Background: an optimization exercise with open tools, aiming at small area. Do not read the settings as production practice. The RTL of this run was laid out without a check of its function.

$ cat constraint.sdc
create_clock -name core_clock -period 9.5 [get_ports {sys_clk}]
set_input_delay 1.9000 -clock core_clock [delete_from_list [all_inputs] [get_ports {sys_clk}]]
set_output_delay 1.9000 -clock core_clock [all_outputs]
set_load 0.01 [all_outputs]
$ cat config.mk
export PLATFORM = sky130hd
export DESIGN_NAME = ws_conv5
export DESIGN_NICKNAME = ws_conv5
export VERILOG_FILES = /design/flow/design.v
export SDC_FILE = /design/flow/constraint.sdc
export NUM_CORES = 4
export LEC_CHECK = 0
export CAP_MARGIN = 20
export CORE_MARGIN = 2
export CORE_UTILIZATION = 60
export CTS_BUF_LIST = sky130_fd_sc_hd__clkbuf_16
export CTS_CLUSTER_DIAMETER = 100
export CTS_CLUSTER_SIZE = 20
export PLACE_DENSITY = 0.72
export SLEW_MARGIN = 20
export SYNTH_HIERARCHICAL = 1
$ cat run.sh
#!/bin/bash
# synth_recipe.tcl (not shown) runs the flow's synth.tcl, then flattens the netlist and writes it again
# the make line also repeats each setting of config.mk as NAME=value (left out here)
make -C /OpenROAD-flow-scripts/flow DESIGN_CONFIG=/design/flow/config.mk WORK_HOME=/design/flow/orfs CLKGATE_MAP_FILE= SYNTH_SCRIPT=/design/flow/synth_recipe.tcl finish
$ cat design.v
`timescale 1ns / 1ps
module ws_conv5(
    input sys_clk,
    input en,
    input load_w,
    input clr,
    input [10:0] w11, w12, w13, w14, w15,
    input [10:0] w21, w22, w23, w24, w25,
    input [10:0] w31, w32, w33, w34, w35,
    input [10:0] w41, w42, w43, w44, w45,
    input [10:0] w51, w52, w53, w54, w55,
    input [10:0] bias,
    input [10:0] x1, x2, x3, x4, x5,
    output reg [10:0] acc_out
    );
    wire [10:0] win [0:24];
    assign win[0] = w11; assign win[1] = w12; assign win[2] = w13; assign win[3] = w14; assign win[4] = w15;
    assign win[5] = w21; assign win[6] = w22; assign win[7] = w23; assign win[8] = w24; assign win[9] = w25;
    assign win[10] = w31; assign win[11] = w32; assign win[12] = w33; assign win[13] = w34; assign win[14] = w35;
    assign win[15] = w41; assign win[16] = w42; assign win[17] = w43; assign win[18] = w44; assign win[19] = w45;
    assign win[20] = w51; assign win[21] = w52; assign win[22] = w53; assign win[23] = w54; assign win[24] = w55;
    wire [10:0] xin [0:4];
    assign xin[0] = x1; assign xin[1] = x2; assign xin[2] = x3; assign xin[3] = x4; assign xin[4] = x5;
    wire step = en & ~load_w;
    reg [10:0] wc [0:24];     
    reg [10:0] wt [0:24];     
    reg [10:0] b;             
    reg [10:0] f [0:4][0:3];  
    reg [10:0] sa [0:4];      
    reg [10:0] sb [0:4];      
    integer i, r, c;
    always @(posedge sys_clk) begin
        if (en) begin
            b <= bias;
            for (i = 0; i < 25; i = i + 1)
                wc[i] <= win[i][10] ? {1'b1, ~win[i][9:0] + 10'd1} : win[i];
        end
        if (load_w)
            for (i = 0; i < 25; i = i + 1)
                wt[i] <= wc[i];
    end
    wire [10:0] rsa [0:4];
    wire [10:0] rsb [0:4];
    genvar gr, gc;
    generate
        for (gr = 0; gr < 5; gr = gr + 1) begin : row
            wire [10:0] pc [0:4];    
            wire [4:0] pci;          
            for (gc = 0; gc < 5; gc = gc + 1) begin : col
                wire [10:0] wv = wt[gr*5+gc];
                wire [10:0] xv;
                wire [10:0] c;
                wire cin;
                assign pc[gc] = c;
                assign pci[gc] = cin;
                if (gc == 0) begin : p
                    assign xv = xin[gr];
                wire t1 = ~(wv[0] & xv[0]);
                wire t2 = ~(wv[0] & xv[1]);
                wire t3 = ~(wv[0] & xv[2]);
                wire t4 = ~(wv[0] & xv[3]);
                wire t5 = ~(wv[0] & xv[4]);
                wire t6 = ~(wv[0] & xv[5]);
                wire t7 = ~(wv[0] & xv[6]);
                wire t8 = ~(wv[0] & xv[7]);
                wire t9 = ~(wv[0] & xv[8]);
                wire t10 = ~(wv[0] & xv[9]);
                wire t11 = ~(wv[1] & xv[0]);
                wire t12 = ~(wv[1] & xv[1]);
                wire t13 = ~(wv[1] & xv[2]);
                wire t14 = ~(wv[1] & xv[3]);
                wire t15 = ~(wv[1] & xv[4]);
                wire t16 = ~(wv[1] & xv[5]);
                wire t17 = ~(wv[1] & xv[6]);
                wire t18 = ~(wv[1] & xv[7]);
                wire t19 = ~(wv[1] & xv[8]);
                wire t20 = ~(wv[1] & xv[9]);
                wire t21 = ~(wv[2] & xv[0]);
                wire t22 = ~(wv[2] & xv[1]);
                wire t23 = ~(wv[2] & xv[2]);
                wire t24 = ~(wv[2] & xv[3]);
                wire t25 = ~(wv[2] & xv[4]);
                wire t26 = ~(wv[2] & xv[5]);
                wire t27 = ~(wv[2] & xv[6]);
                wire t28 = ~(wv[2] & xv[7]);
                wire t29 = ~(wv[2] & xv[8]);
                wire t30 = ~(wv[2] & xv[9]);
                wire t31 = ~(wv[3] & xv[0]);
                wire t32 = ~(wv[3] & xv[1]);
                wire t33 = ~(wv[3] & xv[2]);
                wire t34 = ~(wv[3] & xv[3]);
                wire t35 = ~(wv[3] & xv[4]);
                wire t36 = ~(wv[3] & xv[5]);
                wire t37 = ~(wv[3] & xv[6]);
                wire t38 = ~(wv[3] & xv[7]);
                wire t39 = ~(wv[3] & xv[8]);
                wire t40 = ~(wv[3] & xv[9]);
                wire t41 = ~(wv[4] & xv[0]);
                wire t42 = ~(wv[4] & xv[1]);
                wire t43 = ~(wv[4] & xv[2]);
                wire t44 = ~(wv[4] & xv[3]);
                wire t45 = ~(wv[4] & xv[4]);
                wire t46 = ~(wv[4] & xv[5]);
                wire t47 = ~(wv[4] & xv[6]);
                wire t48 = ~(wv[4] & xv[7]);
                wire t49 = ~(wv[4] & xv[8]);
                wire t50 = ~(wv[4] & xv[9]);
                wire t51 = ~(wv[5] & xv[0]);
                wire t52 = ~(wv[5] & xv[1]);
                wire t53 = ~(wv[5] & xv[2]);
                wire t54 = ~(wv[5] & xv[3]);
                wire t55 = ~(wv[5] & xv[4]);
                wire t56 = ~(wv[5] & xv[5]);
                wire t57 = ~(wv[5] & xv[6]);
                wire t58 = ~(wv[5] & xv[7]);
                wire t59 = ~(wv[5] & xv[8]);
                wire t60 = ~(wv[5] & xv[9]);
                wire t61 = ~(wv[6] & xv[0]);
                wire t62 = ~(wv[6] & xv[1]);
                wire t63 = ~(wv[6] & xv[2]);
                wire t64 = ~(wv[6] & xv[3]);
                wire t65 = ~(wv[6] & xv[4]);
                wire t66 = ~(wv[6] & xv[5]);
                wire t67 = ~(wv[6] & xv[6]);
                wire t68 = ~(wv[6] & xv[7]);
                wire t69 = ~(wv[6] & xv[8]);
                wire t70 = ~(wv[6] & xv[9]);
                wire t71 = ~(wv[7] & xv[0]);
                wire t72 = ~(wv[7] & xv[1]);
                wire t73 = ~(wv[7] & xv[2]);
                wire t74 = ~(wv[7] & xv[3]);
                wire t75 = ~(wv[7] & xv[4]);
                wire t76 = ~(wv[7] & xv[5]);
                wire t77 = ~(wv[7] & xv[6]);
                wire t78 = ~(wv[7] & xv[7]);
                wire t79 = ~(wv[7] & xv[8]);
                wire t80 = ~(wv[7] & xv[9]);
                wire t81 = ~(wv[8] & xv[0]);
                wire t82 = ~(wv[8] & xv[1]);
                wire t83 = ~(wv[8] & xv[2]);
                wire t84 = ~(wv[8] & xv[3]);
                wire t85 = ~(wv[8] & xv[4]);
                wire t86 = ~(wv[8] & xv[5]);
                wire t87 = ~(wv[8] & xv[6]);
                wire t88 = ~(wv[8] & xv[7]);
                wire t89 = ~(wv[8] & xv[8]);
                wire t90 = ~(wv[9] & xv[0]);
                wire t91 = ~(wv[9] & xv[1]);
                wire t92 = ~(wv[9] & xv[2]);
                wire t93 = ~(wv[9] & xv[3]);
                wire t94 = ~(wv[9] & xv[4]);
                wire t95 = ~(wv[9] & xv[5]);
                wire t96 = ~(wv[9] & xv[6]);
                wire t97 = ~(wv[9] & xv[7]);
                wire t98, t99;
                fa ut98(.a(1'b1), .b(t3), .c(t12), .s(t98), .co(t99));
                wire t100, t101;
                fa ut100(.a(t4), .b(t13), .c(t22), .s(t100), .co(t101));
                wire t102, t103;
                fa ut102(.a(1'b1), .b(t31), .c(t99), .s(t102), .co(t103));
                wire t104, t105;
                fa ut104(.a(t5), .b(t14), .c(t23), .s(t104), .co(t105));
                wire t106, t107;
                fa ut106(.a(t32), .b(t41), .c(t101), .s(t106), .co(t107));
                wire t108, t109;
                fa ut108(.a(1'b1), .b(t104), .c(t103), .s(t108), .co(t109));
                wire t110, t111;
                fa ut110(.a(t6), .b(t15), .c(t24), .s(t110), .co(t111));
                wire t112, t113;
                fa ut112(.a(t33), .b(t42), .c(t51), .s(t112), .co(t113));
                wire t114, t115;
                fa ut114(.a(t105), .b(t110), .c(t112), .s(t114), .co(t115));
                wire t116, t117;
                fa ut116(.a(1'b1), .b(t107), .c(t114), .s(t116), .co(t117));
                wire t118, t119;
                fa ut118(.a(t7), .b(t16), .c(t25), .s(t118), .co(t119));
                wire t120, t121;
                fa ut120(.a(t34), .b(t43), .c(t52), .s(t120), .co(t121));
                wire t122, t123;
                fa ut122(.a(t61), .b(t111), .c(t113), .s(t122), .co(t123));
                wire t124, t125;
                fa ut124(.a(t118), .b(t120), .c(t115), .s(t124), .co(t125));
                wire t126, t127;
                fa ut126(.a(1'b1), .b(t122), .c(t117), .s(t126), .co(t127));
                wire t128, t129;
                fa ut128(.a(t8), .b(t17), .c(t26), .s(t128), .co(t129));
                wire t130, t131;
                fa ut130(.a(t35), .b(t44), .c(t53), .s(t130), .co(t131));
                wire t132, t133;
                fa ut132(.a(t62), .b(t71), .c(t119), .s(t132), .co(t133));
                wire t134, t135;
                fa ut134(.a(t121), .b(t128), .c(t130), .s(t134), .co(t135));
                wire t136, t137;
                fa ut136(.a(t123), .b(t132), .c(t134), .s(t136), .co(t137));
                wire t138, t139;
                fa ut138(.a(1'b1), .b(t125), .c(t136), .s(t138), .co(t139));
                wire t140, t141;
                fa ut140(.a(t9), .b(t18), .c(t27), .s(t140), .co(t141));
                wire t142, t143;
                fa ut142(.a(t36), .b(t45), .c(t54), .s(t142), .co(t143));
                wire t144, t145;
                fa ut144(.a(t63), .b(t72), .c(t81), .s(t144), .co(t145));
                wire t146, t147;
                fa ut146(.a(t129), .b(t131), .c(t140), .s(t146), .co(t147));
                wire t148, t149;
                fa ut148(.a(t142), .b(t144), .c(t133), .s(t148), .co(t149));
                wire t150, t151;
                fa ut150(.a(t135), .b(t146), .c(t148), .s(t150), .co(t151));
                wire t152, t153;
                fa ut152(.a(1'b1), .b(t137), .c(t150), .s(t152), .co(t153));
                wire t154, t155;
                fa ut154(.a(t10), .b(t19), .c(t28), .s(t154), .co(t155));
                wire t156, t157;
                fa ut156(.a(t37), .b(t46), .c(t55), .s(t156), .co(t157));
                wire t158, t159;
                fa ut158(.a(t64), .b(t73), .c(t82), .s(t158), .co(t159));
                wire t160, t161;
                fa ut160(.a(t90), .b(t141), .c(t143), .s(t160), .co(t161));
                wire t162, t163;
                fa ut162(.a(t145), .b(t154), .c(t156), .s(t162), .co(t163));
                wire t164, t165;
                fa ut164(.a(t158), .b(t147), .c(t160), .s(t164), .co(t165));
                wire t166, t167;
                fa ut166(.a(t162), .b(t149), .c(t164), .s(t166), .co(t167));
                wire t168, t169;
                fa ut168(.a(1'b1), .b(t151), .c(t166), .s(t168), .co(t169));
                wire t170, t171;
                fa ut170(.a(t20), .b(t29), .c(t38), .s(t170), .co(t171));
                wire t172, t173;
                fa ut172(.a(t47), .b(t56), .c(t65), .s(t172), .co(t173));
                wire t174, t175;
                fa ut174(.a(t74), .b(t83), .c(t91), .s(t174), .co(t175));
                wire t176, t177;
                fa ut176(.a(t155), .b(t157), .c(t159), .s(t176), .co(t177));
                wire t178, t179;
                fa ut178(.a(t170), .b(t172), .c(t174), .s(t178), .co(t179));
                wire t180, t181;
                fa ut180(.a(t161), .b(t163), .c(t176), .s(t180), .co(t181));
                wire t182, t183;
                fa ut182(.a(t178), .b(t165), .c(t180), .s(t182), .co(t183));
                wire t184, t185;
                fa ut184(.a(1'b1), .b(t167), .c(t182), .s(t184), .co(t185));
                wire t186, t187;
                fa ut186(.a(t30), .b(t39), .c(t48), .s(t186), .co(t187));
                wire t188, t189;
                fa ut188(.a(t57), .b(t66), .c(t75), .s(t188), .co(t189));
                wire t190, t191;
                fa ut190(.a(t84), .b(t92), .c(t171), .s(t190), .co(t191));
                wire t192, t193;
                fa ut192(.a(t173), .b(t175), .c(t186), .s(t192), .co(t193));
                wire t194, t195;
                fa ut194(.a(t188), .b(t177), .c(t179), .s(t194), .co(t195));
                wire t196, t197;
                fa ut196(.a(t190), .b(t192), .c(t181), .s(t196), .co(t197));
                wire t198, t199;
                fa ut198(.a(t194), .b(t183), .c(t196), .s(t198), .co(t199));
                wire t200, t201;
                fa ut200(.a(t40), .b(t49), .c(t58), .s(t200), .co(t201));
                wire t202, t203;
                fa ut202(.a(t67), .b(t76), .c(t85), .s(t202), .co(t203));
                wire t204, t205;
                fa ut204(.a(t93), .b(t187), .c(t189), .s(t204), .co(t205));
                wire t206, t207;
                fa ut206(.a(t200), .b(t202), .c(t191), .s(t206), .co(t207));
                wire t208, t209;
                fa ut208(.a(t193), .b(t204), .c(t195), .s(t208), .co(t209));
                wire t210, t211;
                fa ut210(.a(t206), .b(t197), .c(t208), .s(t210), .co(t211));
                wire t212, t213;
                fa ut212(.a(t50), .b(t59), .c(t68), .s(t212), .co(t213));
                wire t214, t215;
                fa ut214(.a(t77), .b(t86), .c(t94), .s(t214), .co(t215));
                wire t216, t217;
                fa ut216(.a(t201), .b(t203), .c(t212), .s(t216), .co(t217));
                wire t218, t219;
                fa ut218(.a(t214), .b(t205), .c(t216), .s(t218), .co(t219));
                wire t220, t221;
                fa ut220(.a(t207), .b(t218), .c(t209), .s(t220), .co(t221));
                wire t222, t223;
                fa ut222(.a(t60), .b(t69), .c(t78), .s(t222), .co(t223));
                wire t224, t225;
                fa ut224(.a(t87), .b(t95), .c(t213), .s(t224), .co(t225));
                wire t226, t227;
                fa ut226(.a(t215), .b(t222), .c(t217), .s(t226), .co(t227));
                wire t228, t229;
                fa ut228(.a(t224), .b(t219), .c(t226), .s(t228), .co(t229));
                wire t230, t231;
                fa ut230(.a(t70), .b(t79), .c(t88), .s(t230), .co(t231));
                wire t232, t233;
                fa ut232(.a(t96), .b(t223), .c(t230), .s(t232), .co(t233));
                wire t234, t235;
                fa ut234(.a(t225), .b(t232), .c(t227), .s(t234), .co(t235));
                wire t236, t237;
                fa ut236(.a(t80), .b(t89), .c(t97), .s(t236), .co(t237));
                wire t238, t239;
                fa ut238(.a(t231), .b(t236), .c(t233), .s(t238), .co(t239));
                wire t240, t241;
                fa ut240(.a(1'b1), .b(t2), .c(t11), .s(t240), .co(t241));
                wire t242, t243;
                fa ut242(.a(t21), .b(t241), .c(t98), .s(t242), .co(t243));
                wire t244, t245;
                fa ut244(.a(t100), .b(t102), .c(t243), .s(t244), .co(t245));
                wire t246, t247;
                fa ut246(.a(t106), .b(t108), .c(t245), .s(t246), .co(t247));
                wire t248, t249;
                fa ut248(.a(t109), .b(t116), .c(t247), .s(t248), .co(t249));
                wire t250, t251;
                fa ut250(.a(t124), .b(t126), .c(t249), .s(t250), .co(t251));
                wire t252, t253;
                fa ut252(.a(t127), .b(t138), .c(t251), .s(t252), .co(t253));
                wire t254, t255;
                fa ut254(.a(t139), .b(t152), .c(t253), .s(t254), .co(t255));
                wire t256, t257;
                fa ut256(.a(t153), .b(t168), .c(t255), .s(t256), .co(t257));
                wire t258, t259;
                fa ut258(.a(t169), .b(t184), .c(t257), .s(t258), .co(t259));
                wire t260, t261;
                fa ut260(.a(t185), .b(t198), .c(t259), .s(t260), .co(t261));
                wire t262, t263;
                fa ut262(.a(1'b1), .b(t199), .c(t210), .s(t262), .co(t263));
                wire t264, t265;
                fa ut264(.a(t211), .b(t220), .c(t263), .s(t264), .co(t265));
                wire t266, t267;
                fa ut266(.a(t228), .b(t221), .c(t265), .s(t266), .co(t267));
                wire t268, t269;
                fa ut268(.a(t229), .b(t234), .c(t267), .s(t268), .co(t269));
                wire t270 = t235 ^ t238 ^ t269;
                wire t271, t272;
                fa ut271(.a(1'b0), .b(t199), .c(t210), .s(t271), .co(t272));
                wire t273, t274;
                fa ut273(.a(t211), .b(t220), .c(t272), .s(t273), .co(t274));
                wire t275, t276;
                fa ut275(.a(t228), .b(t221), .c(t274), .s(t275), .co(t276));
                wire t277, t278;
                fa ut277(.a(t229), .b(t234), .c(t276), .s(t277), .co(t278));
                wire t279 = t235 ^ t238 ^ t278;
                wire t280 = t261 ? t262 : t271;
                wire t281 = t261 ? t264 : t273;
                wire t282 = t261 ? t266 : t275;
                wire t283 = t261 ? t268 : t277;
                wire t284 = t261 ? t270 : t279;
                wire [9:0] t = {~t284, ~t283, ~t282, ~t281, ~t280, ~t260, ~t258, ~t256, ~t254, ~t252};
                wire sg = wv[10] ^ xv[10];
                wire lowz = t1 & t240 & t242 & t244 & t246 & t248 & t250;
                assign cin = sg & (lowz | ~|t);
                assign c = {sg, t ^ {10{sg}}};
                end else begin : q
                    assign xv = f[gr][gc-1];
                wire t1 = ~(wv[0] & xv[0]);
                wire t2 = ~(wv[0] & xv[1]);
                wire t3 = ~(wv[0] & xv[2]);
                wire t4 = ~(wv[0] & xv[3]);
                wire t5 = ~(wv[0] & xv[4]);
                wire t6 = ~(wv[0] & xv[5]);
                wire t7 = ~(wv[0] & xv[6]);
                wire t8 = ~(wv[0] & xv[7]);
                wire t9 = ~(wv[0] & xv[8]);
                wire t10 = ~(wv[0] & xv[9]);
                wire t11 = ~(wv[1] & xv[0]);
                wire t12 = ~(wv[1] & xv[1]);
                wire t13 = ~(wv[1] & xv[2]);
                wire t14 = ~(wv[1] & xv[3]);
                wire t15 = ~(wv[1] & xv[4]);
                wire t16 = ~(wv[1] & xv[5]);
                wire t17 = ~(wv[1] & xv[6]);
                wire t18 = ~(wv[1] & xv[7]);
                wire t19 = ~(wv[1] & xv[8]);
                wire t20 = ~(wv[1] & xv[9]);
                wire t21 = ~(wv[2] & xv[0]);
                wire t22 = ~(wv[2] & xv[1]);
                wire t23 = ~(wv[2] & xv[2]);
                wire t24 = ~(wv[2] & xv[3]);
                wire t25 = ~(wv[2] & xv[4]);
                wire t26 = ~(wv[2] & xv[5]);
                wire t27 = ~(wv[2] & xv[6]);
                wire t28 = ~(wv[2] & xv[7]);
                wire t29 = ~(wv[2] & xv[8]);
                wire t30 = ~(wv[2] & xv[9]);
                wire t31 = ~(wv[3] & xv[0]);
                wire t32 = ~(wv[3] & xv[1]);
                wire t33 = ~(wv[3] & xv[2]);
                wire t34 = ~(wv[3] & xv[3]);
                wire t35 = ~(wv[3] & xv[4]);
                wire t36 = ~(wv[3] & xv[5]);
                wire t37 = ~(wv[3] & xv[6]);
                wire t38 = ~(wv[3] & xv[7]);
                wire t39 = ~(wv[3] & xv[8]);
                wire t40 = ~(wv[3] & xv[9]);
                wire t41 = ~(wv[4] & xv[0]);
                wire t42 = ~(wv[4] & xv[1]);
                wire t43 = ~(wv[4] & xv[2]);
                wire t44 = ~(wv[4] & xv[3]);
                wire t45 = ~(wv[4] & xv[4]);
                wire t46 = ~(wv[4] & xv[5]);
                wire t47 = ~(wv[4] & xv[6]);
                wire t48 = ~(wv[4] & xv[7]);
                wire t49 = ~(wv[4] & xv[8]);
                wire t50 = ~(wv[4] & xv[9]);
                wire t51 = ~(wv[5] & xv[0]);
                wire t52 = ~(wv[5] & xv[1]);
                wire t53 = ~(wv[5] & xv[2]);
                wire t54 = ~(wv[5] & xv[3]);
                wire t55 = ~(wv[5] & xv[4]);
                wire t56 = ~(wv[5] & xv[5]);
                wire t57 = ~(wv[5] & xv[6]);
                wire t58 = ~(wv[5] & xv[7]);
                wire t59 = ~(wv[5] & xv[8]);
                wire t60 = ~(wv[5] & xv[9]);
                wire t61 = ~(wv[6] & xv[0]);
                wire t62 = ~(wv[6] & xv[1]);
                wire t63 = ~(wv[6] & xv[2]);
                wire t64 = ~(wv[6] & xv[3]);
                wire t65 = ~(wv[6] & xv[4]);
                wire t66 = ~(wv[6] & xv[5]);
                wire t67 = ~(wv[6] & xv[6]);
                wire t68 = ~(wv[6] & xv[7]);
                wire t69 = ~(wv[6] & xv[8]);
                wire t70 = ~(wv[6] & xv[9]);
                wire t71 = ~(wv[7] & xv[0]);
                wire t72 = ~(wv[7] & xv[1]);
                wire t73 = ~(wv[7] & xv[2]);
                wire t74 = ~(wv[7] & xv[3]);
                wire t75 = ~(wv[7] & xv[4]);
                wire t76 = ~(wv[7] & xv[5]);
                wire t77 = ~(wv[7] & xv[6]);
                wire t78 = ~(wv[7] & xv[7]);
                wire t79 = ~(wv[7] & xv[8]);
                wire t80 = ~(wv[7] & xv[9]);
                wire t81 = ~(wv[8] & xv[0]);
                wire t82 = ~(wv[8] & xv[1]);
                wire t83 = ~(wv[8] & xv[2]);
                wire t84 = ~(wv[8] & xv[3]);
                wire t85 = ~(wv[8] & xv[4]);
                wire t86 = ~(wv[8] & xv[5]);
                wire t87 = ~(wv[8] & xv[6]);
                wire t88 = ~(wv[8] & xv[7]);
                wire t89 = ~(wv[8] & xv[8]);
                wire t90 = ~(wv[9] & xv[0]);
                wire t91 = ~(wv[9] & xv[1]);
                wire t92 = ~(wv[9] & xv[2]);
                wire t93 = ~(wv[9] & xv[3]);
                wire t94 = ~(wv[9] & xv[4]);
                wire t95 = ~(wv[9] & xv[5]);
                wire t96 = ~(wv[9] & xv[6]);
                wire t97 = ~(wv[9] & xv[7]);
                wire t98, t99;
                fa ut98(.a(1'b1), .b(t2), .c(t11), .s(t98), .co(t99));
                wire t100, t101;
                fa ut100(.a(t3), .b(t12), .c(t21), .s(t100), .co(t101));
                wire t102, t103;
                fa ut102(.a(1'b1), .b(t99), .c(t100), .s(t102), .co(t103));
                wire t104, t105;
                fa ut104(.a(t4), .b(t13), .c(t22), .s(t104), .co(t105));
                wire t106, t107;
                fa ut106(.a(t31), .b(t101), .c(t104), .s(t106), .co(t107));
                wire t108, t109;
                fa ut108(.a(1'b1), .b(t103), .c(t106), .s(t108), .co(t109));
                wire t110, t111;
                fa ut110(.a(t5), .b(t14), .c(t23), .s(t110), .co(t111));
                wire t112, t113;
                fa ut112(.a(t32), .b(t41), .c(t105), .s(t112), .co(t113));
                wire t114, t115;
                fa ut114(.a(t110), .b(t112), .c(t107), .s(t114), .co(t115));
                wire t116, t117;
                fa ut116(.a(1'b1), .b(t109), .c(t114), .s(t116), .co(t117));
                wire t118, t119;
                fa ut118(.a(t6), .b(t15), .c(t24), .s(t118), .co(t119));
                wire t120, t121;
                fa ut120(.a(t33), .b(t42), .c(t51), .s(t120), .co(t121));
                wire t122, t123;
                fa ut122(.a(t111), .b(t118), .c(t120), .s(t122), .co(t123));
                wire t124, t125;
                fa ut124(.a(t113), .b(t122), .c(t115), .s(t124), .co(t125));
                wire t126, t127;
                fa ut126(.a(1'b1), .b(t117), .c(t124), .s(t126), .co(t127));
                wire t128, t129;
                fa ut128(.a(t7), .b(t16), .c(t25), .s(t128), .co(t129));
                wire t130, t131;
                fa ut130(.a(t34), .b(t43), .c(t52), .s(t130), .co(t131));
                wire t132, t133;
                fa ut132(.a(t61), .b(t119), .c(t121), .s(t132), .co(t133));
                wire t134, t135;
                fa ut134(.a(t128), .b(t130), .c(t132), .s(t134), .co(t135));
                wire t136, t137;
                fa ut136(.a(t123), .b(t134), .c(t125), .s(t136), .co(t137));
                wire t138, t139;
                fa ut138(.a(1'b1), .b(t127), .c(t136), .s(t138), .co(t139));
                wire t140, t141;
                fa ut140(.a(t8), .b(t17), .c(t26), .s(t140), .co(t141));
                wire t142, t143;
                fa ut142(.a(t35), .b(t44), .c(t53), .s(t142), .co(t143));
                wire t144, t145;
                fa ut144(.a(t62), .b(t71), .c(t129), .s(t144), .co(t145));
                wire t146, t147;
                fa ut146(.a(t131), .b(t140), .c(t142), .s(t146), .co(t147));
                wire t148, t149;
                fa ut148(.a(t133), .b(t144), .c(t146), .s(t148), .co(t149));
                wire t150, t151;
                fa ut150(.a(t135), .b(t148), .c(t137), .s(t150), .co(t151));
                wire t152, t153;
                fa ut152(.a(1'b1), .b(t139), .c(t150), .s(t152), .co(t153));
                wire t154, t155;
                fa ut154(.a(t9), .b(t18), .c(t27), .s(t154), .co(t155));
                wire t156, t157;
                fa ut156(.a(t36), .b(t45), .c(t54), .s(t156), .co(t157));
                wire t158, t159;
                fa ut158(.a(t63), .b(t72), .c(t81), .s(t158), .co(t159));
                wire t160, t161;
                fa ut160(.a(t141), .b(t143), .c(t154), .s(t160), .co(t161));
                wire t162, t163;
                fa ut162(.a(t156), .b(t158), .c(t145), .s(t162), .co(t163));
                wire t164, t165;
                fa ut164(.a(t147), .b(t160), .c(t162), .s(t164), .co(t165));
                wire t166, t167;
                fa ut166(.a(t149), .b(t164), .c(t151), .s(t166), .co(t167));
                wire t168, t169;
                fa ut168(.a(1'b1), .b(t153), .c(t166), .s(t168), .co(t169));
                wire t170, t171;
                fa ut170(.a(t10), .b(t19), .c(t28), .s(t170), .co(t171));
                wire t172, t173;
                fa ut172(.a(t37), .b(t46), .c(t55), .s(t172), .co(t173));
                wire t174, t175;
                fa ut174(.a(t64), .b(t73), .c(t82), .s(t174), .co(t175));
                wire t176, t177;
                fa ut176(.a(t90), .b(t155), .c(t157), .s(t176), .co(t177));
                wire t178, t179;
                fa ut178(.a(t159), .b(t170), .c(t172), .s(t178), .co(t179));
                wire t180, t181;
                fa ut180(.a(t174), .b(t176), .c(t161), .s(t180), .co(t181));
                wire t182, t183;
                fa ut182(.a(t178), .b(t163), .c(t180), .s(t182), .co(t183));
                wire t184, t185;
                fa ut184(.a(t165), .b(t182), .c(t167), .s(t184), .co(t185));
                wire t186, t187;
                fa ut186(.a(1'b1), .b(t169), .c(t184), .s(t186), .co(t187));
                wire t188, t189;
                fa ut188(.a(t20), .b(t29), .c(t38), .s(t188), .co(t189));
                wire t190, t191;
                fa ut190(.a(t47), .b(t56), .c(t65), .s(t190), .co(t191));
                wire t192, t193;
                fa ut192(.a(t74), .b(t83), .c(t91), .s(t192), .co(t193));
                wire t194, t195;
                fa ut194(.a(t171), .b(t173), .c(t175), .s(t194), .co(t195));
                wire t196, t197;
                fa ut196(.a(t188), .b(t190), .c(t192), .s(t196), .co(t197));
                wire t198, t199;
                fa ut198(.a(t177), .b(t194), .c(t179), .s(t198), .co(t199));
                wire t200, t201;
                fa ut200(.a(t196), .b(t181), .c(t198), .s(t200), .co(t201));
                wire t202, t203;
                fa ut202(.a(t183), .b(t200), .c(t185), .s(t202), .co(t203));
                wire t204, t205;
                fa ut204(.a(1'b1), .b(t187), .c(t202), .s(t204), .co(t205));
                wire t206, t207;
                fa ut206(.a(t30), .b(t39), .c(t48), .s(t206), .co(t207));
                wire t208, t209;
                fa ut208(.a(t57), .b(t66), .c(t75), .s(t208), .co(t209));
                wire t210, t211;
                fa ut210(.a(t84), .b(t92), .c(t189), .s(t210), .co(t211));
                wire t212, t213;
                fa ut212(.a(t191), .b(t193), .c(t206), .s(t212), .co(t213));
                wire t214, t215;
                fa ut214(.a(t208), .b(t195), .c(t210), .s(t214), .co(t215));
                wire t216, t217;
                fa ut216(.a(t197), .b(t212), .c(t199), .s(t216), .co(t217));
                wire t218, t219;
                fa ut218(.a(t214), .b(t201), .c(t216), .s(t218), .co(t219));
                wire t220, t221;
                fa ut220(.a(t218), .b(t203), .c(t205), .s(t220), .co(t221));
                wire t222, t223;
                fa ut222(.a(t40), .b(t49), .c(t58), .s(t222), .co(t223));
                wire t224, t225;
                fa ut224(.a(t67), .b(t76), .c(t85), .s(t224), .co(t225));
                wire t226, t227;
                fa ut226(.a(t93), .b(t207), .c(t209), .s(t226), .co(t227));
                wire t228, t229;
                fa ut228(.a(t222), .b(t224), .c(t211), .s(t228), .co(t229));
                wire t230, t231;
                fa ut230(.a(t226), .b(t213), .c(t215), .s(t230), .co(t231));
                wire t232, t233;
                fa ut232(.a(t228), .b(t217), .c(t230), .s(t232), .co(t233));
                wire t234, t235;
                fa ut234(.a(t219), .b(t232), .c(t221), .s(t234), .co(t235));
                wire t236, t237;
                fa ut236(.a(t50), .b(t59), .c(t68), .s(t236), .co(t237));
                wire t238, t239;
                fa ut238(.a(t77), .b(t86), .c(t94), .s(t238), .co(t239));
                wire t240, t241;
                fa ut240(.a(t223), .b(t225), .c(t236), .s(t240), .co(t241));
                wire t242, t243;
                fa ut242(.a(t238), .b(t227), .c(t240), .s(t242), .co(t243));
                wire t244, t245;
                fa ut244(.a(t229), .b(t242), .c(t231), .s(t244), .co(t245));
                wire t246, t247;
                fa ut246(.a(t233), .b(t244), .c(t235), .s(t246), .co(t247));
                wire t248, t249;
                fa ut248(.a(t60), .b(t69), .c(t78), .s(t248), .co(t249));
                wire t250, t251;
                fa ut250(.a(t87), .b(t95), .c(t237), .s(t250), .co(t251));
                wire t252, t253;
                fa ut252(.a(t239), .b(t248), .c(t250), .s(t252), .co(t253));
                wire t254, t255;
                fa ut254(.a(t241), .b(t243), .c(t252), .s(t254), .co(t255));
                wire t256, t257;
                fa ut256(.a(t254), .b(t245), .c(t247), .s(t256), .co(t257));
                wire t258, t259;
                fa ut258(.a(t70), .b(t79), .c(t88), .s(t258), .co(t259));
                wire t260, t261;
                fa ut260(.a(t96), .b(t249), .c(t258), .s(t260), .co(t261));
                wire t262, t263;
                fa ut262(.a(t251), .b(t260), .c(t253), .s(t262), .co(t263));
                wire t264, t265;
                fa ut264(.a(t255), .b(t262), .c(t257), .s(t264), .co(t265));
                wire t266, t267;
                fa ut266(.a(t80), .b(t89), .c(t97), .s(t266), .co(t267));
                wire t268, t269;
                fa ut268(.a(t259), .b(t266), .c(t261), .s(t268), .co(t269));
                wire t270, t271;
                fa ut270(.a(t268), .b(t263), .c(t265), .s(t270), .co(t271));
                wire [9:0] t = {~t270, ~t264, ~t256, ~t246, ~t234, ~t220, ~t204, ~t186, ~t168, ~t152};
                wire sg = wv[10] ^ xv[10];
                wire lowz = t1 & t98 & t102 & t108 & t116 & t126 & t138;
                assign cin = sg & (lowz | ~|t);
                assign c = {sg, t ^ {10{sg}}};
                end
            end
            if (gr == 0) begin : r0
            wire t1, t2;
            fa ut1(.a(b[0]), .b(pc[1][0]), .c(pc[2][0]), .s(t1), .co(t2));
            wire t3, t4;
            fa ut3(.a(pc[3][0]), .b(pc[4][0]), .c(t1), .s(t3), .co(t4));
            wire t5, t6;
            fa ut5(.a(t3), .b(pc[0][0]), .c(pci[0]), .s(t5), .co(t6));
            wire t7, t8;
            fa ut7(.a(pci[1]), .b(pci[2]), .c(pci[3]), .s(t7), .co(t8));
            wire t9, t10;
            ha ut9(.a(pci[4]), .b(t5), .s(t9), .co(t10));
            wire t11, t12;
            fa ut11(.a(b[1]), .b(pc[1][1]), .c(pc[2][1]), .s(t11), .co(t12));
            wire t13, t14;
            fa ut13(.a(pc[3][1]), .b(pc[4][1]), .c(t2), .s(t13), .co(t14));
            wire t15, t16;
            fa ut15(.a(t11), .b(t4), .c(t13), .s(t15), .co(t16));
            wire t17, t18;
            fa ut17(.a(t15), .b(pc[0][1]), .c(t6), .s(t17), .co(t18));
            wire t19, t20;
            ha ut19(.a(t10), .b(t8), .s(t19), .co(t20));
            wire t21, t22;
            fa ut21(.a(b[2]), .b(pc[1][2]), .c(pc[2][2]), .s(t21), .co(t22));
            wire t23, t24;
            fa ut23(.a(pc[3][2]), .b(pc[4][2]), .c(t12), .s(t23), .co(t24));
            wire t25, t26;
            fa ut25(.a(t14), .b(t21), .c(t23), .s(t25), .co(t26));
            wire t27, t28;
            fa ut27(.a(t16), .b(t25), .c(pc[0][2]), .s(t27), .co(t28));
            wire t29, t30;
            ha ut29(.a(t27), .b(t18), .s(t29), .co(t30));
            wire t31, t32;
            fa ut31(.a(b[3]), .b(pc[1][3]), .c(pc[2][3]), .s(t31), .co(t32));
            wire t33, t34;
            fa ut33(.a(pc[3][3]), .b(pc[4][3]), .c(t22), .s(t33), .co(t34));
            wire t35, t36;
            fa ut35(.a(t24), .b(t26), .c(t31), .s(t35), .co(t36));
            wire t37, t38;
            fa ut37(.a(t33), .b(t35), .c(pc[0][3]), .s(t37), .co(t38));
            wire t39, t40;
            ha ut39(.a(t28), .b(t37), .s(t39), .co(t40));
            wire t41, t42;
            fa ut41(.a(b[4]), .b(pc[1][4]), .c(pc[2][4]), .s(t41), .co(t42));
            wire t43, t44;
            fa ut43(.a(pc[3][4]), .b(pc[4][4]), .c(t32), .s(t43), .co(t44));
            wire t45, t46;
            fa ut45(.a(t34), .b(t36), .c(t41), .s(t45), .co(t46));
            wire t47, t48;
            fa ut47(.a(t43), .b(t45), .c(pc[0][4]), .s(t47), .co(t48));
            wire t49, t50;
            ha ut49(.a(t38), .b(t40), .s(t49), .co(t50));
            wire t51, t52;
            fa ut51(.a(b[5]), .b(pc[1][5]), .c(pc[2][5]), .s(t51), .co(t52));
            wire t53, t54;
            fa ut53(.a(pc[3][5]), .b(pc[4][5]), .c(t42), .s(t53), .co(t54));
            wire t55, t56;
            fa ut55(.a(t44), .b(t46), .c(t51), .s(t55), .co(t56));
            wire t57, t58;
            fa ut57(.a(t53), .b(t55), .c(pc[0][5]), .s(t57), .co(t58));
            wire t59, t60;
            ha ut59(.a(t48), .b(t50), .s(t59), .co(t60));
            wire t61, t62;
            fa ut61(.a(b[6]), .b(pc[1][6]), .c(pc[2][6]), .s(t61), .co(t62));
            wire t63, t64;
            fa ut63(.a(pc[3][6]), .b(pc[4][6]), .c(t52), .s(t63), .co(t64));
            wire t65, t66;
            fa ut65(.a(t54), .b(t56), .c(t61), .s(t65), .co(t66));
            wire t67, t68;
            fa ut67(.a(t63), .b(t65), .c(pc[0][6]), .s(t67), .co(t68));
            wire t69, t70;
            ha ut69(.a(t58), .b(t60), .s(t69), .co(t70));
            wire t71, t72;
            fa ut71(.a(b[7]), .b(pc[1][7]), .c(pc[2][7]), .s(t71), .co(t72));
            wire t73, t74;
            fa ut73(.a(pc[3][7]), .b(pc[4][7]), .c(t62), .s(t73), .co(t74));
            wire t75, t76;
            fa ut75(.a(t64), .b(t66), .c(t71), .s(t75), .co(t76));
            wire t77, t78;
            fa ut77(.a(t73), .b(pc[0][7]), .c(t75), .s(t77), .co(t78));
            wire t79, t80;
            ha ut79(.a(t68), .b(t70), .s(t79), .co(t80));
            wire t81, t82;
            fa ut81(.a(b[8]), .b(pc[1][8]), .c(pc[2][8]), .s(t81), .co(t82));
            wire t83, t84;
            fa ut83(.a(pc[3][8]), .b(pc[4][8]), .c(t72), .s(t83), .co(t84));
            wire t85, t86;
            fa ut85(.a(t74), .b(pc[0][8]), .c(t76), .s(t85), .co(t86));
            wire t87, t88;
            fa ut87(.a(t81), .b(t83), .c(t78), .s(t87), .co(t88));
            wire t89, t90;
            ha ut89(.a(t80), .b(t85), .s(t89), .co(t90));
            wire t91, t92;
            fa ut91(.a(b[9]), .b(pc[0][9]), .c(pc[1][9]), .s(t91), .co(t92));
            wire t93, t94;
            fa ut93(.a(pc[2][9]), .b(pc[3][9]), .c(pc[4][9]), .s(t93), .co(t94));
            wire t95, t96;
            fa ut95(.a(t82), .b(t84), .c(t86), .s(t95), .co(t96));
            wire t97, t98;
            fa ut97(.a(t91), .b(t93), .c(t90), .s(t97), .co(t98));
            wire t99, t100;
            ha ut99(.a(t95), .b(t88), .s(t99), .co(t100));
            wire t101, t102;
            fa ut101(.a(b[10]), .b(pc[0][10]), .c(pc[1][10]), .s(t101), .co(t102));
            wire t103, t104;
            fa ut103(.a(pc[2][10]), .b(pc[3][10]), .c(pc[4][10]), .s(t103), .co(t104));
            wire t105, t106;
            fa ut105(.a(t101), .b(t103), .c(t92), .s(t105), .co(t106));
            wire t107, t108;
            fa ut107(.a(t94), .b(t96), .c(t105), .s(t107), .co(t108));
            wire t109, t110;
            ha ut109(.a(t98), .b(t100), .s(t109), .co(t110));
            assign rsa[gr] = {t107, t97, t87, t77, t67, t57, t47, t30, t20, t17, t7};
            assign rsb[gr] = {t109, t99, t89, t79, t69, t59, t49, t39, t29, t19, t9};
            end else begin : rn
            wire t1, t2;
            fa ut1(.a(sa[gr-1][0]), .b(sb[gr-1][0]), .c(pc[1][0]), .s(t1), .co(t2));
            wire t3, t4;
            fa ut3(.a(pc[2][0]), .b(pc[3][0]), .c(pc[4][0]), .s(t3), .co(t4));
            wire t5, t6;
            fa ut5(.a(t1), .b(t3), .c(pc[0][0]), .s(t5), .co(t6));
            wire t7, t8;
            fa ut7(.a(t5), .b(pci[0]), .c(pci[1]), .s(t7), .co(t8));
            wire t9, t10;
            fa ut9(.a(pci[2]), .b(pci[3]), .c(pci[4]), .s(t9), .co(t10));
            wire t11, t12;
            fa ut11(.a(sa[gr-1][1]), .b(sb[gr-1][1]), .c(pc[1][1]), .s(t11), .co(t12));
            wire t13, t14;
            fa ut13(.a(pc[2][1]), .b(pc[3][1]), .c(pc[4][1]), .s(t13), .co(t14));
            wire t15, t16;
            fa ut15(.a(t2), .b(t4), .c(t11), .s(t15), .co(t16));
            wire t17, t18;
            fa ut17(.a(t13), .b(t15), .c(pc[0][1]), .s(t17), .co(t18));
            wire t19, t20;
            fa ut19(.a(t6), .b(t17), .c(t8), .s(t19), .co(t20));
            wire t21, t22;
            fa ut21(.a(sa[gr-1][2]), .b(sb[gr-1][2]), .c(pc[1][2]), .s(t21), .co(t22));
            wire t23, t24;
            fa ut23(.a(pc[2][2]), .b(pc[3][2]), .c(pc[4][2]), .s(t23), .co(t24));
            wire t25, t26;
            fa ut25(.a(t12), .b(t14), .c(t16), .s(t25), .co(t26));
            wire t27, t28;
            fa ut27(.a(t21), .b(t23), .c(t25), .s(t27), .co(t28));
            wire t29, t30;
            fa ut29(.a(t27), .b(pc[0][2]), .c(t18), .s(t29), .co(t30));
            wire t31, t32;
            fa ut31(.a(sa[gr-1][3]), .b(sb[gr-1][3]), .c(pc[1][3]), .s(t31), .co(t32));
            wire t33, t34;
            fa ut33(.a(pc[2][3]), .b(pc[3][3]), .c(pc[4][3]), .s(t33), .co(t34));
            wire t35, t36;
            fa ut35(.a(t22), .b(t24), .c(t26), .s(t35), .co(t36));
            wire t37, t38;
            fa ut37(.a(t31), .b(t33), .c(t28), .s(t37), .co(t38));
            wire t39, t40;
            fa ut39(.a(t35), .b(t37), .c(pc[0][3]), .s(t39), .co(t40));
            wire t41, t42;
            fa ut41(.a(sa[gr-1][4]), .b(sb[gr-1][4]), .c(pc[1][4]), .s(t41), .co(t42));
            wire t43, t44;
            fa ut43(.a(pc[2][4]), .b(pc[3][4]), .c(pc[4][4]), .s(t43), .co(t44));
            wire t45, t46;
            fa ut45(.a(t32), .b(t34), .c(t36), .s(t45), .co(t46));
            wire t47, t48;
            fa ut47(.a(t41), .b(t43), .c(t38), .s(t47), .co(t48));
            wire t49, t50;
            fa ut49(.a(t45), .b(t47), .c(pc[0][4]), .s(t49), .co(t50));
            wire t51, t52;
            fa ut51(.a(sa[gr-1][5]), .b(sb[gr-1][5]), .c(pc[1][5]), .s(t51), .co(t52));
            wire t53, t54;
            fa ut53(.a(pc[2][5]), .b(pc[3][5]), .c(pc[4][5]), .s(t53), .co(t54));
            wire t55, t56;
            fa ut55(.a(t42), .b(t44), .c(t46), .s(t55), .co(t56));
            wire t57, t58;
            fa ut57(.a(t51), .b(t53), .c(t48), .s(t57), .co(t58));
            wire t59, t60;
            fa ut59(.a(t55), .b(pc[0][5]), .c(t57), .s(t59), .co(t60));
            wire t61, t62;
            fa ut61(.a(sa[gr-1][6]), .b(sb[gr-1][6]), .c(pc[1][6]), .s(t61), .co(t62));
            wire t63, t64;
            fa ut63(.a(pc[2][6]), .b(pc[3][6]), .c(pc[4][6]), .s(t63), .co(t64));
            wire t65, t66;
            fa ut65(.a(t52), .b(t54), .c(t56), .s(t65), .co(t66));
            wire t67, t68;
            fa ut67(.a(t61), .b(t63), .c(t58), .s(t67), .co(t68));
            wire t69, t70;
            fa ut69(.a(t65), .b(pc[0][6]), .c(t60), .s(t69), .co(t70));
            wire t71, t72;
            fa ut71(.a(sa[gr-1][7]), .b(sb[gr-1][7]), .c(pc[1][7]), .s(t71), .co(t72));
            wire t73, t74;
            fa ut73(.a(pc[2][7]), .b(pc[3][7]), .c(pc[4][7]), .s(t73), .co(t74));
            wire t75, t76;
            fa ut75(.a(t62), .b(t64), .c(t66), .s(t75), .co(t76));
            wire t77, t78;
            fa ut77(.a(t71), .b(t73), .c(pc[0][7]), .s(t77), .co(t78));
            wire t79, t80;
            fa ut79(.a(t68), .b(t75), .c(t77), .s(t79), .co(t80));
            wire t81, t82;
            fa ut81(.a(sa[gr-1][8]), .b(sb[gr-1][8]), .c(pc[1][8]), .s(t81), .co(t82));
            wire t83, t84;
            fa ut83(.a(pc[2][8]), .b(pc[3][8]), .c(pc[4][8]), .s(t83), .co(t84));
            wire t85, t86;
            fa ut85(.a(t72), .b(t74), .c(pc[0][8]), .s(t85), .co(t86));
            wire t87, t88;
            fa ut87(.a(t76), .b(t81), .c(t83), .s(t87), .co(t88));
            wire t89, t90;
            fa ut89(.a(t78), .b(t85), .c(t87), .s(t89), .co(t90));
            wire t91, t92;
            fa ut91(.a(sa[gr-1][9]), .b(sb[gr-1][9]), .c(pc[0][9]), .s(t91), .co(t92));
            wire t93, t94;
            fa ut93(.a(pc[1][9]), .b(pc[2][9]), .c(pc[3][9]), .s(t93), .co(t94));
            wire t95, t96;
            fa ut95(.a(pc[4][9]), .b(t82), .c(t84), .s(t95), .co(t96));
            wire t97, t98;
            fa ut97(.a(t86), .b(t91), .c(t88), .s(t97), .co(t98));
            wire t99, t100;
            fa ut99(.a(t93), .b(t95), .c(t97), .s(t99), .co(t100));
            wire t101, t102;
            fa ut101(.a(sa[gr-1][10]), .b(sb[gr-1][10]), .c(pc[0][10]), .s(t101), .co(t102));
            wire t103, t104;
            fa ut103(.a(pc[1][10]), .b(pc[2][10]), .c(pc[3][10]), .s(t103), .co(t104));
            wire t105, t106;
            fa ut105(.a(pc[4][10]), .b(t101), .c(t103), .s(t105), .co(t106));
            wire t107, t108;
            fa ut107(.a(t105), .b(t92), .c(t94), .s(t107), .co(t108));
            wire t109, t110;
            fa ut109(.a(t96), .b(t98), .c(t107), .s(t109), .co(t110));
            assign rsa[gr] = {t100, t90, t80, t70, t67, t50, t40, t30, t20, t10, t7};
            assign rsb[gr] = {t109, t99, t89, t79, t69, t59, t49, t39, t29, t19, t9};
            end
        end
    endgenerate
    wire [10:0] acc_d;
    wire t1, t2;
    ha ut1(.a(sa[4][0]), .b(sb[4][0]), .s(t1), .co(t2));
    wire t3, t4;
    fa ut3(.a(sa[4][1]), .b(sb[4][1]), .c(t2), .s(t3), .co(t4));
    wire t5, t6;
    fa ut5(.a(sa[4][2]), .b(sb[4][2]), .c(t4), .s(t5), .co(t6));
    wire t7, t8;
    fa ut7(.a(sa[4][3]), .b(sb[4][3]), .c(t6), .s(t7), .co(t8));
    wire t9, t10;
    fa ut9(.a(sa[4][4]), .b(sb[4][4]), .c(t8), .s(t9), .co(t10));
    wire t11, t12;
    fa ut11(.a(sa[4][5]), .b(sb[4][5]), .c(t10), .s(t11), .co(t12));
    wire t13, t14;
    fa ut13(.a(sa[4][6]), .b(sb[4][6]), .c(t12), .s(t13), .co(t14));
    wire t15, t16;
    fa ut15(.a(sa[4][7]), .b(sb[4][7]), .c(t14), .s(t15), .co(t16));
    wire t17, t18;
    fa ut17(.a(sa[4][8]), .b(sb[4][8]), .c(t16), .s(t17), .co(t18));
    wire t19, t20;
    fa ut19(.a(sa[4][9]), .b(sb[4][9]), .c(t18), .s(t19), .co(t20));
    wire t21, t22;
    fa ut21(.a(sa[4][10]), .b(sb[4][10]), .c(t20), .s(t21), .co(t22));
    assign acc_d = {t21, t19, t17, t15, t13, t11, t9, t7, t5, t3, t1};
    always @(posedge sys_clk) begin
        if (step) begin
            for (r = 0; r < 5; r = r + 1) begin
                sa[r] <= rsa[r];
                sb[r] <= rsb[r];
                f[r][0] <= xin[r];
                for (c = 1; c < 4; c = c + 1)
                    f[r][c] <= f[r][c-1];
            end
        end
        acc_out <= clr ? 11'd0 : acc_d;
    end
endmodule
module fa(input a, input b, input c, output s, output co);
    assign s = a ^ b ^ c;
    assign co = (a & b) | (a & c) | (b & c);
endmodule
module ha(input a, input b, output s, output co);
    assign s = a ^ b;
    assign co = a & b;
endmodule
==> reports/summary.txt <==
Status: no timing/DRC/antenna violations
DR pass1 iterations: 10
Reg clk slew, reported paths: 0.10 ns
Post-Syn Area: 0.09664 sq mm
Final clock period utilization by the worst path: 97.54%
H-tree levels: 2
Overall Global Routing Usage: 29.78%
Initial core utilization: 60.32%
Ranking of synthesized cells by area: fa_1, edfxtp_1, nand2_1
Yosys Warn Count: 17
Fmax: 107.9 MHz
# rows: 147
Ports: 356
EDFF count, synth: 891
Leading cell type by number of instances after synthesis: nand2_1
Routed Antenna Nets: 0
Hold Fails Final Rpt: 0
Core ar.: 0.1602 sq mm
Worst hold path class: reg2reg
Total gr overflow: 0
Clock Latency Late Sink: 0.75 ns
Post-synth cell types: 34
Global-route wire length before repair: 371.6 mm
Critical path class: reg2reg
Tmin final: 9.266 ns
Critical path peak fanout: 4
Layout cells sized above 1: 8.054%
Seq/Total Area, Yosys: 27.91%
Post-Layout Inst Area: 0.1069 sq mm
Placed cells: 10150
CTS tree: yes
Dominant cell type by area after synthesis: fa_1
Clock Skew: 0.05055 ns
Post-Route WL: 233.8 mm
Routed vias: 59290
Largest net degree at the start of global routing: 149
CP required: 10.01 ns
Fillers: 11520
Share of flip-flops with an asynchronous set or reset: 0%
Top_reg_cell synth: edfxtp_1
Final setup viols: 0
Crit path DAT: 9.77 ns
Vias in the first global route: 66550
Die height: 405.3 um
Synth Instances: 7555
Synth Area per Inst: 12.79 sq um
Worst slack at placement: -0.1332 ns
DRC Markers: 0
Synth top cells by count: nand2_1, fa_1, edfxtp_1
DR WL/cell: 22.74 um
CTS hold repair buffers: 0
Vias per inst: 5.766
Post-DP Area: 0.1044 sq mm
DR iter-0 viols: 5700
Hold path start: wc[19][1]
CP Capture Type: register
Crit path launch type: register
Final HPWL DP: 189.6 mm
Number of antenna violations at the first check in global routing: 26
Root Driver: clkbuf_16
R2r startpoint: wt[3][0]
Worst-Margin Slew: 0.9028 ns
Reg area: 0.02698 sq mm
Die X: 405.3 um
Synth top area share: 51.04%
Global placement routability congestion: 0.9591
Clk sink count: 902
CTS max path bufs: 3
Cts bufs inserted: 57
Port buffer count: 355
Area of the multi-input gates: 0.06860 sq mm
Die area: 0.1643 sq mm
Slew Viols, Final: 0
Maxcap violations: 0
#FFs+latches synth: 902
Slew headroom: 39.81%
Crit path from: wt[3][0]
Finished Layout Cells: 10280
Layout Nets: 10920
Area grow syn2layout: 10.61%
Final worst slack: 0.2336 ns
==> path summary, 6_finish.rpt <==
path	end	slack, ns	cells past startpoint
worst max-delay path	sb[0][10]	0.23	22
worst min-delay path	wt[19][1]	0.40	0
worst max register to register	sb[0][10]	0.23	22
worst min register to register	wt[19][1]	0.40	0
==> final cells by class <==
cell class / count / area share [%]
repair buffers: 755 / 6.178
multi-input cells: 6305 / 64.17
inverters: 55 / 0.1931
well taps: 2160 / 2.528
clock inverters: 32 / 0.2762
flip-flops and latches: 902 / 25.24
diodes: 14 / 0.03277
clock buffers: 59 / 1.381
==> registers in the layout, summed over array words and instances, names as in the netlist <==
register / flops
f: 220
wc: 275
sa: 55
wt: 275
acc_out: 11
sb: 55
b: 11
==> modules after synthesis (local to each module, per instance) <==
module / times used / cells inside
ha: 12 / 1
ws_conv5: 1 / 5079
fa: 2464 / 1
==> cells by family after synthesis <==
family	synth area share [%]
flip-flops	27.91
adder cells (fa/ha/maj)	51.52
multiplexers	0.2072
AO/OA/AOI/OAI	1.802
AND/OR/NAND/NOR	11.59
XOR/XNOR	4.396
buffers and inverters	2.565
other	0.007771
==> cell usage in the layout (no fill, tap or decap), types with 3 or more instances in the layout <==
master	n
fa_2	89
nor2_1	34
inv_1	60
fa_1	2375
buf_4	397
a31oi_1	5
buf_12	3
conb_1	260
ha_1	37
nand3_1	35
xnor2_1	385
a21oi_1	7
dfxtp_1	11
clkdlybuf4s50_1	353
a211oi_1	30
nand2_1	2568
inv_6	3
xor2_1	73
edfxtp_1	891
o31ai_1	50
nand2b_1	25
nor2b_1	16
a32o_1	5
mux2i_1	20
o21a_1	22
inv_8	4
inv_2	5
nand4_1	65
clkinv_1	3
xnor2_2	27
o31ai_4	23
or3b_4	23
o21ai_0	71
nand2_2	5
diode_2	14
nor3_1	22
clkbuf_16	59
or3_1	23
nand3b_1	5
==> stage by stage <==
| stage | setup TNS, ns | utilization [%] | hold WS, ns |
|---|---|---|---|
| 2_1_floorplan | 0 | - | 0.4003 |
| 3_3_place_gp | 0 | 65.18 | 0.4009 |
| 3_5_place_dp | -0.2095 | 65.18 | 0.4045 |
| 4_1_cts | -0.007824 | 66.34 | 0.3952 |
| 5_1_grt | -0.02475 | 66.71 | 0.4132 |
| 6_report | 0 | 66.72 | 0.3950 |
==> routing by layer <==
layer	vias to the layer above	share of wire, %	track usage, %
met2	2925	49	48.73
met1	31330	37	39.70
met4	22	5.0	12.48
met3	598	8.4	5.561
met5	-	0.064	0
li1	24420	-	-
==> worst max-delay path, cell delays in order (launching register included) <==
cell      delay (ns)
edfxtp_1        0.40
nand2_1         0.09
fa_1            0.45
fa_1            0.48
fa_1            0.43
fa_1            0.49
fa_2            0.39
fa_2            0.38
fa_1            0.43
fa_2            0.38
fa_2            0.63
xnor2_2         0.11
fa_1            0.51
fa_2            0.36
fa_1            0.42
fa_1            0.44
fa_1            0.43
fa_1            0.43
fa_1            0.43
fa_1            0.39
fa_1            0.46
ha_1            0.23
ha_1            0.28
==> repair_timing <==
item | in CTS | in global routing
gates cloned | 0 | 0
setup buffers | 4 | 27
setup endpoints to repair | 5 | 16
gates resized for setup | 11 | 110
hold endpoints to repair | 0 | 0
pin swaps | 4 | 30

==> static timing again, ports no longer ideal <==
How much do the figures lean on ideal ports? The routed layout below was timed once more, with nothing changed but the port constraints.
Step 1: set_driving_cell puts a clkbuf_16 on sys_clk and a buf_2 on each other input, an assumption about the parent block.
Step 2, shift: input delay + t, output delay - t, t = (earliest + latest rising clock arrival at the registers) / 2. This alone moves slack from input paths to output paths.
Slacks: no drivers / after step 1 / after step 2; pairs: no drivers / after step 1.
t (ns): 0.810
setup WS [ns]: 0.234 / 0.234 / -0.161
worst hold slack (ns): 0.395 / 0.395 / 0.395
worst slew at a driven data input, ns: 0.22
pins driven straight from the clock port: 1
Met with ideal ports but missed after step 2: setup timing in this run. The setup slack of this run moves by 0.000 ns with the drivers and by -0.395 ns with both steps.
